What follows belongs to an exercise in optimizing a design on an open flow for small area and a short achievable clock period; a production flow would make more cautious choices.
Only simulation tests tie the RTL to the original design; equivalence was not proved.
Power figures rest on the tool's default switching activity, not on a simulated workload.

==> flow/design.v, too long to show whole: its modules and the start of the top module <==
// module fir: 1884 lines
// module fa: 4 lines
module fir(
    input clk,
    input signed [15:0] noisy_signal,
    output signed [15:0] filtered_signal
);
  // ...
==> flow/run.sh <==
#!/bin/bash
# synth_recipe.tcl (not shown) runs the flow's synth.tcl, then flattens the netlist and writes it again
# the make line also repeats each setting of config.mk as NAME=value (left out here)
make -C /OpenROAD-flow-scripts/flow DESIGN_CONFIG=/design/flow/config.mk WORK_HOME=/design/flow/orfs CLKGATE_MAP_FILE= SYNTH_SCRIPT=/design/flow/synth_recipe.tcl finish
==> flow/config.mk <==
export PLATFORM = sky130hd
export DESIGN_NAME = fir
export DESIGN_NICKNAME = fir
export VERILOG_FILES = /design/flow/design.v
export SDC_FILE = /design/flow/constraint.sdc
export NUM_CORES = 4
export LEC_CHECK = 0
export CAP_MARGIN = 20
export CORE_MARGIN = 2
export CORE_UTILIZATION = 78
export CTS_CLUSTER_DIAMETER = 100
export CTS_CLUSTER_SIZE = 20
export SETUP_SLACK_MARGIN = 3.7
export SLEW_MARGIN = 20
export SYNTH_HIERARCHICAL = 1
export SYNTH_MINIMUM_KEEP_SIZE = 0
==> flow/constraint.sdc <==
create_clock -name core_clock -period 6.0 [get_ports {clk}]
set_input_delay 1.2000 -clock core_clock [delete_from_list [all_inputs] [get_ports {clk}]]
set_output_delay 1.2000 -clock core_clock [all_outputs]
set_load 0.01 [all_outputs]
==> results by group, run 1 <==
Status
  • Status: did not finish
  • Failed at: global routing
  • Error Message: [ERROR GRT-0232] Routing congestion too high. Check the congestion heatmap in the GUI.

Yosys
  • Number of synthesized flops with an enable pin: 0
  • Most frequent cells after synthesis: fa_1, dfxtp_1, inv_1
  • Compound-Gate Fraction of Synth Area: 0.06487
  • Cell with the most instances after synthesis: fa_1
  • Post-synth top area cell: fa_1
  • Yosys reg bits: 404
  • Syn_area_per_cell: 14.66 µm²
  • Synth Area in Simple Gates: 0.02953
  • Mapped Cells: 1381
  • Post-synth ARST share: 0
  • XOR/XNOR share of the synthesized area: 0.02725
  • Mapped Nets: 1891
  • Ys Warns: 7

Floorplan
  • Initial core utilization: 0.7996
  • Height of the die: roughly 170 µm
  • I/O Pins: 33

Global route
  • Top Usage Layer GRT: met2
  • M3 GR Usage: 0.6356
  • GRT Total Usage: 0.7538
  • Largest net degree at the start of global routing: 22

Clock network
  • Max Root-Sink Buffers: 3
  • CTS hold repair buffers: 0
  • Cts repair resizes: 313
  • Clk sinks: 404
  • Total CTS buffers: 24
  • Postcts setup bufs: between 50 and 60

Placement
  • Pre-CTS setup slack: 3.316 ns
==> run 2: changes to the inputs <==
--- a/flow/config.mk
+++ b/flow/config.mk
@@ -8,5 +8,5 @@
 export CAP_MARGIN = 20
 export CORE_MARGIN = 2
-export CORE_UTILIZATION = 78
+export CORE_UTILIZATION = 65
 export CTS_CLUSTER_DIAMETER = 100
 export CTS_CLUSTER_SIZE = 20
==> run 2 against run 1 <==
Now clean on timing, DRC and antenna. Synthesized area did not move. Synthesized cell count did not move.
==> results by group, run 2 <==
Clock network
  • CTS hold repair buffers: 0 (unchanged)
  • Clk sinks: 404 (unchanged)
  • Clock latency on the worst-skew pair: 0.56 ns
  • Cell chosen for the clock root: clkbuf_16
  • Total CTS buffers: 24 (unchanged)
  • CTS H-tree depth: 1
  • Max Root-Sink Buffers: 3 (unchanged)
  • Clock slew at reported path FFs: around 0.090 ns
  • CTS tree: yes

Power
  • Power Internal: between 8000 and 9000 µW
  • Sw Share: 0.3940
  • Logic pwr share: 0.552
  • Peak VDD IR: 0.2758 mV
  • Net switching power: 5431 µW
  • PwrDens: roughly 590 nW/µm²
  • Clk pwr share: 0.119
  • Pleak: about 0.0094 µW
  • Share of power burned in registers: 0.330

Critical path
  • Crit start category: register
  • Setup Crit Path Kind: reg -> reg
  • Setup crit end kind: register
  • CP Data Required Time: ~6.4 ns
  • Crit path DAT: roughly 3 ns
  • Worst Path Max Fanout: 3

Floorplan
  • Rows: 64
  • Die footprint: 32580 µm²
  • CORE AREA: between 30000 and 40000 µm²
  • Initial core utilization: 0.6603 (-0.1393)
  • I/O Pins: 33 (unchanged)
  • Height of the die: 180.5 µm (+9.3%)
  • Die Span X: 180.5 µm

Cells and area
  • P&R area growth vs syn: 14.68%
  • Final non-filler cell area: between 20000 and 25000 µm²
  • Layout Nets: 2020
  • Commonest non-fill, non-tap cell in the layout: dfxtp_1
  • Commonest non-fill, non-tap cells in the layout: dfxtp_1, fa_1, fa_2
  • Final Non-Filler Cells: 1915
  • Antenna cells: 0
  • Share of cells above drive strength 1: 0.2818

Timing
  • Slew @ Worst Pin: 0.6185 ns
  • Slew margin rel.: 0.5863
  • Setup Skew: 0.01965 ns
  • Hold Vio Cnt, Final: 0
  • # setup viols final: 0
  • Post-route setup slack: between 3 and 4 ns
  • Setup_tns: 0 ns
  • Max Slew Vio Count: 0
  • Tmin final: 2.523 ns
  • RSZ-0062 raised after global routing: yes
  • F_max: 396.3 MHz
  • Fin crit share: 0.4206

Placement
  • Dpl hpwl: 37.02 mm
  • Port bufs: 32
  • Final GP Congestion: 0.9279
  • Placed cell areas: 21240 µm²
  • Pre-CTS setup slack: 3.336 ns (+0.01988 ns)
  • Post-placement cell count: approximately 1800

Yosys
  • Post-synth ARST share: 0 (unchanged)
  • Syn_area_per_cell: 14.66 µm² (unchanged)
  • Post-synthesis mux area share: 0
  • Seq/Total Area, Yosys: 0.3994
  • Number of synthesized flops with an enable pin: 0 (unchanged)
  • Ys Warns: 7 (unchanged)
  • Most frequent cells after synthesis: fa_1, dfxtp_1, inv_1
  • Post-synthesis instance area: around 20000 µm²
  • Synth Flop Type: dfxtp_1
  • Mapped Nets: 1891 (unchanged)
  • Synth top area share: 0.4093
  • Adder-cell share of the synthesized area: 0.4581
  • XOR/XNOR share of the synthesized area: 0.02725 (unchanged)
  • Yosys reg bits: 404 (unchanged)
  • Distinct cells, synth: 60
  • Cell with the most instances after synthesis: fa_1
  • Main area contributors after synthesis: fa_1, dfxtp_1, ha_1
  • Compound-Gate Fraction of Synth Area: 0.06487 (unchanged)
  • Main combinational cell family by area after synthesis: adder cells
  • Post-synth top area cell: fa_1
  • Mapped Cells: 1381 (unchanged)
  • Synth Area in Simple Gates: 0.02953 (unchanged)

Detailed routing
  • Post-DR vias/cell: 5.673
  • Initial DRC count: 781
  • Drt first pass iters: 5
  • Final routed DRC violation total: 0
  • DR vias: between 10000 and 15000
  • DRT antenna net count: 0
  • WL final: 46.89 mm
  • Routed len/inst: 24.49 µm

Global route
  • Vias in the first global route: 12221
  • First-pass GRT wire length: 71.90 mm
  • GRT Total Usage: 0.3013
  • Initial antenna violation count: 0
  • Largest net degree at the start of global routing: 22
  • Total congestion overflow: 0

Hold path
  • Hold crit path type: reg -> reg

Status
  • Status: complete, no violations

Run
  • Maxcap violations: 0
[run 2: repair_timing]
action,4_1_cts,5_1_grt
endpoints found under the setup margin,115,105
setup buffers,45,28
gates resized for setup,251,101
pin swaps,69,89
[run 2: kinds of logic after synthesis]
group,after synthesis
fa+ha+maj,493
flops,404
compound gates,195
simple gates,114
buf+inv,112
xor+xnor,63
[run 2: worst paths after layout]
check / startpoint / end / slack, ns / cells past startpoint
setup / recovery: p3_1[6] / q2_129 / 3.48 / 4
hold / removal: r3[10] / r4[10] / 0.33 / 0
setup reg to reg: p3_1[6] / q2_129 / 3.48 / 4
hold reg to reg: r3[10] / r4[10] / 0.33 / 0
[run 2: final cells by class]
cell class,instances,area (µm²)
Clock buffer,33,634.4
Clock inverter,2,32.53
Fill cell,1936,7446
Inverter,110,417.9
Multi-Input combinational cell,865,12330
Sequential cell,404,8431
Tap cell,396,495.5
Timing Repair Buffer,105,879.6
[run 2: routing by layer]
metal,share of wire,vias to the layer above,GRT usage
li1,-,4743,-
met1,0.44,5631,0.4325
met2,0.46,417,0.4740
met3,0.080,72,0.06952
met4,0.027,0,0.07645
met5,0,-,0
[run 2: Yosys stat by module, one instance, submodules excluded]
module	flops+latches	area [µm²]	times used
fir	404	12060	1
fa	0	20.02	409
[run 2: power by group through the flow]
stage | sequential [µW] | clock (µW) | combinational [µW]
after floorplan | 4370 | 0 | 5080
after global placement | 4600 | 0 | 6800
after detailed placement | 4630 | 0 | 7090
after CTS | 4550 | 1660 | 7440
after global routing | 4640 | 1760 | 8800
final | 4540 | 1640 | 7610
[run 2: metrics by stage]
| step | utilization | total power (µW) | hold WS, ns |
|---|---|---|---|
| after global placement | 0.6925 | 11400 | 0.3106 |
| after floorplan | - | 9449 | 0.3096 |
| after CTS | 0.7414 | 13660 | 0.3289 |
| after detailed placement | 0.6925 | 11720 | 0.3121 |
| final | 0.7572 | 13790 | 0.3292 |
| after global routing | 0.7572 | 15210 | 0.3339 |
[run 2: critical path, stage by stage, from the launching register on]
cell,delay (ns)
dfxtp_4,0.39
fa_2,0.59
fa_2,0.45
fa_2,0.55
fa_2,0.42

==> re-timing with driven ports <==
The flow's constraints put no driver on any port. The routed layout listed below was extracted and timed again, unchanged, in two steps. Step 1: set_driving_cell puts a clkbuf_16 on clk and a buf_2 on each other input, an assumption about the parent block. Step 2 times the ports against the registers' clock, not the clock port: input delays grow and output delays shrink by t, the midpoint of the rising clock arrivals with the driver on. Slacks: ideal ports / drivers / drivers and shift; pairs: ideal ports / drivers.
run: run 2
shift t [ns]: 0.605
setup slack, ns: 3.477 / 3.477 / 3.477
worst slew at a driven data input, ns: 0.04
pins driven straight from the clock port: 1
After both steps setup and hold are still met in run 2. For run 2, drivers alone change the setup slack by 0.000 ns; drivers and shift together by 0.000 ns.
